Source: an optimization exercise on an open RTL-to-GDS flow (aim: small area). Production flows keep margins and buffers that such runs may drop. Function was checked by simulation only, so behaviour that the tests miss may differ from the original.

// htop
module htop (
    rst_n_scl,clk_scl,
    scl_i_vsync,scl_i_hsync,
    scl_i_data_r,scl_i_data_g,scl_i_data_b,
    scl_cfg_mode,scl_cfg_rsz,scl_cfg_flt,scl_i_data_en,
    scl_o_vsync,scl_o_hsync,
    scl_o_data_en,
    scl_o_data_r,scl_o_data_g,scl_o_data_b);
export LEC_CHECK = 0
export CAP_MARGIN = 20
export CORE_MARGIN = 2
export CORE_UTILIZATION = 40
export CTS_BUF_LIST = sky130_fd_sc_hd__clkbuf_8
export SLEW_MARGIN = 20
export SYNTH_HIERARCHICAL = 1
create_clock -name core_clock -period 6.5 [get_ports {clk_scl}]
standard.sh (not shown) runs the stock make flow with config.mk's settings and CLKGATE_MAP_FILE= SYNTH_SCRIPT=/design/flow/synth_recipe.tcl, a recipe that flattens the netlist after the stock synthesis.
==> flow/flow/run.sh <==
#!/bin/bash
# The standard layout (the standard.sh, standard synthesis unchanged), with the port
# buffers made from the smallest buffer cell, and non-critical gates downsized after global routing. make's full output goes to layout.log here;
# each ORFS step also keeps its own log under orfs/logs/.
set -euo pipefail
export BUFFER_PORTS_ARGS="-buffer_cell sky130_fd_sc_hd__buf_1"
export RECOVER_POWER=100
bash standard.sh > layout.log 2>&1
The starting point finished with timing, DRC and antenna clean.
Next try:
--- a/flow/design.v
+++ b/flow/design.v
@@ -22,37 +22,35 @@
 output [7:0] scl_o_data_r,scl_o_data_g,scl_o_data_b;
 reg [7:0] r0,r1,r2,r3,r4,r5,ro;
 reg [7:0] g0,g1,g2,g3,g4,g5,go;
 reg [7:0] b0,b1,b2,b3,b4,b5,bo;
 reg e0,e1,e2,e3,e4;         
 reg k2,k3,k4,k5,ko;         
 reg [5:0] vsync_d,hsync_d;
 reg vo,ho;
 reg cset1, rev;
-reg selg, selh, xf, yf, xfa, yfa;
+reg selg, selh, xf, yf;
 wire mode = scl_cfg_mode;
 wire keep1 = !mode || (scl_cfg_rsz ? (!e2 || (k5 & e2 & e3 & e4)) : !(e2 & k2));
 wire ldr = mode & k2;
 wire ldg = mode & k3;
 wire ldb = mode & k4;
-wire [7:0] xa0 = selg ? g4 : r3;
+wire [7:0] xa = selg ? g4 : r3;
 wire [7:0] xb = selg ? g3 : r2;
 wire [7:0] xc = selh ? g2 : r1;
 wire [7:0] xd0 = selh ? g1 : r0;
 wire [7:0] xd = xf ? xd0 : xc;
-wire [7:0] xa = xfa ? xb : xa0;    
 wire [7:0] yd = yf ? b2 : b3;
-wire [7:0] ya = yfa ? b4 : b5;
 wire [15:0] ua, ub, uc, ud, uy;
-assign ua = {rev ? yd : ya, rev ? xd : xa};
+assign ua = {rev ? yd : b5, rev ? xd : xa};
 assign ub = {rev ? b3 : b4, rev ? xc : xb};
 assign uc = {rev ? b4 : b3, rev ? xb : xc};
-assign ud = {rev ? ya : yd, rev ? xa : xd};
+assign ud = {rev ? b5 : yd, rev ? xa : xd};
 wire [7:0] yx = uy[7:0];
 wire [7:0] yy = uy[15:8];
 genvar u;
 generate for (u = 0; u < 2; u = u + 1) begin : unit
     wire [7:0] a = ua[8*u +: 8];
     wire [7:0] b = ub[8*u +: 8];
     wire [7:0] c = uc[8*u +: 8];
     wire [7:0] d = ud[8*u +: 8];
     wire set1 = cset1;
@@ -331,43 +329,44 @@
     fadd un269 (.a(n239), .b(n210), .c(n238), .s(n269), .co(n270));
     wire n271, n272;
     hadd un271 (.a(n86), .b(n240), .s(n271), .co(n272));
     wire [18:0] sx = {1'b1, nb[7], n271, n269, n267, n265, n263, n261, n259, n257, n255, n253, n251, n249, n247, n245, n243, n241, n0};
     wire [18:0] sy = {1'b0, n272, n270, n268, n266, n264, n262, n260, n258, n256, n254, n252, n250, n248, n246, n244, n242, n40, n39};
     wire [18:0] s = sx + sy;
     assign y = s[18] ? (s[17] ? ~s[16:9] : 8'd255) : 8'd0;
     assign uy[8*u +: 8] = y;
 end endgenerate
+wire fr = e1 & !e2;    
+wire fg = e2 & !e3;
+wire fb = e3 & !e4;
 always @(posedge clk_scl) begin
     r0 <= scl_i_data_r;
     g0 <= scl_i_data_g;
     b0 <= scl_i_data_b;
     if (e0) r1 <= r0;
     if (e1) g2 <= g1;
     if (e2) b3 <= b2;
     r2 <= r1;
-    r3 <= ldr ? yx : r2;
+    r3 <= ldr ? yx : (fr ? r1 : r2);
     r4 <= r3; r5 <= r4; ro <= r5;
     g1 <= g0; g3 <= g2;
-    g4 <= ldg ? yx : g3;
+    g4 <= ldg ? yx : (fg ? g2 : g3);
     g5 <= g4; go <= g5;
     b1 <= b0; b2 <= b1; b4 <= b3;
-    b5 <= ldb ? yy : b4;
+    b5 <= ldb ? yy : (fb ? b3 : b4);
     bo <= b5;
     cset1 <= scl_cfg_flt[0] ^ scl_cfg_flt[1];
     rev <= scl_cfg_flt[1];
     e1 <= e0; e2 <= e1; e3 <= e2; e4 <= e3;
     selg <= k2;
     selh <= k2 & scl_cfg_mode;    
     xf <= k2 ? (e1 & e0) : (e0 & scl_i_data_en);
     yf <= e2 & e1;
-    xfa <= k2 ? (e2 & !e3) : (e1 & !e2);
-    yfa <= e3 & !e4;
 end
 always @(posedge clk_scl or negedge rst_n_scl) begin
     if (!rst_n_scl) begin
         e0 <= 0;
         k2 <= 0; k3 <= 0; k4 <= 0; k5 <= 0; ko <= 0;
         vsync_d <= 0; hsync_d <= 0; vo <= 0; ho <= 0;
     end else begin
         e0 <= scl_i_data_en;
         k2 <= e1 & keep1; k3 <= k2; k4 <= k3; k5 <= k4; ko <= k5;
Result:
- design area is higher by 0.44%
- hold slack gains 9.1 ps
- first-iteration DRC count is lower by 18%
- synthesized area is higher by 1.2%
- synthesized cell count is higher by 5.0%
- wire length is higher by 4.7%
- critical path depth is lower by 4
- count of clock-buffer cells in the layout is higher by 1

==> what the ideal ports hide <==
How much do the figures lean on ideal ports? The routed layouts below were timed once more, with nothing changed but the port constraints.
Step 1 sets driving cells, clkbuf_16 on the clock port and buf_2 on the other inputs (assumed; they add their load-dependent delay and slew).
Step 2, shift: input delay + t, output delay - t, t = (earliest + latest rising clock arrival at the registers) / 2. This alone moves slack from input paths to output paths.
a / b / c = no drivers / after step 1 / after step 2; a / b = the first two.
run | t (ns) | slack for setup (ns) | hold slack, ns | worst setup path after step 2 | worst data-port slew with drivers (ns)
the first run | 0.492 | 0.260 / 0.260 / 0.260 | 0.325 / 0.325 / 0.325 | register to register | 0.04
the second run | 0.499 | 0.191 / 0.191 / 0.191 | 0.334 / 0.334 / 0.334 | register to register | 0.04
After both steps every run listed still meets setup and hold.
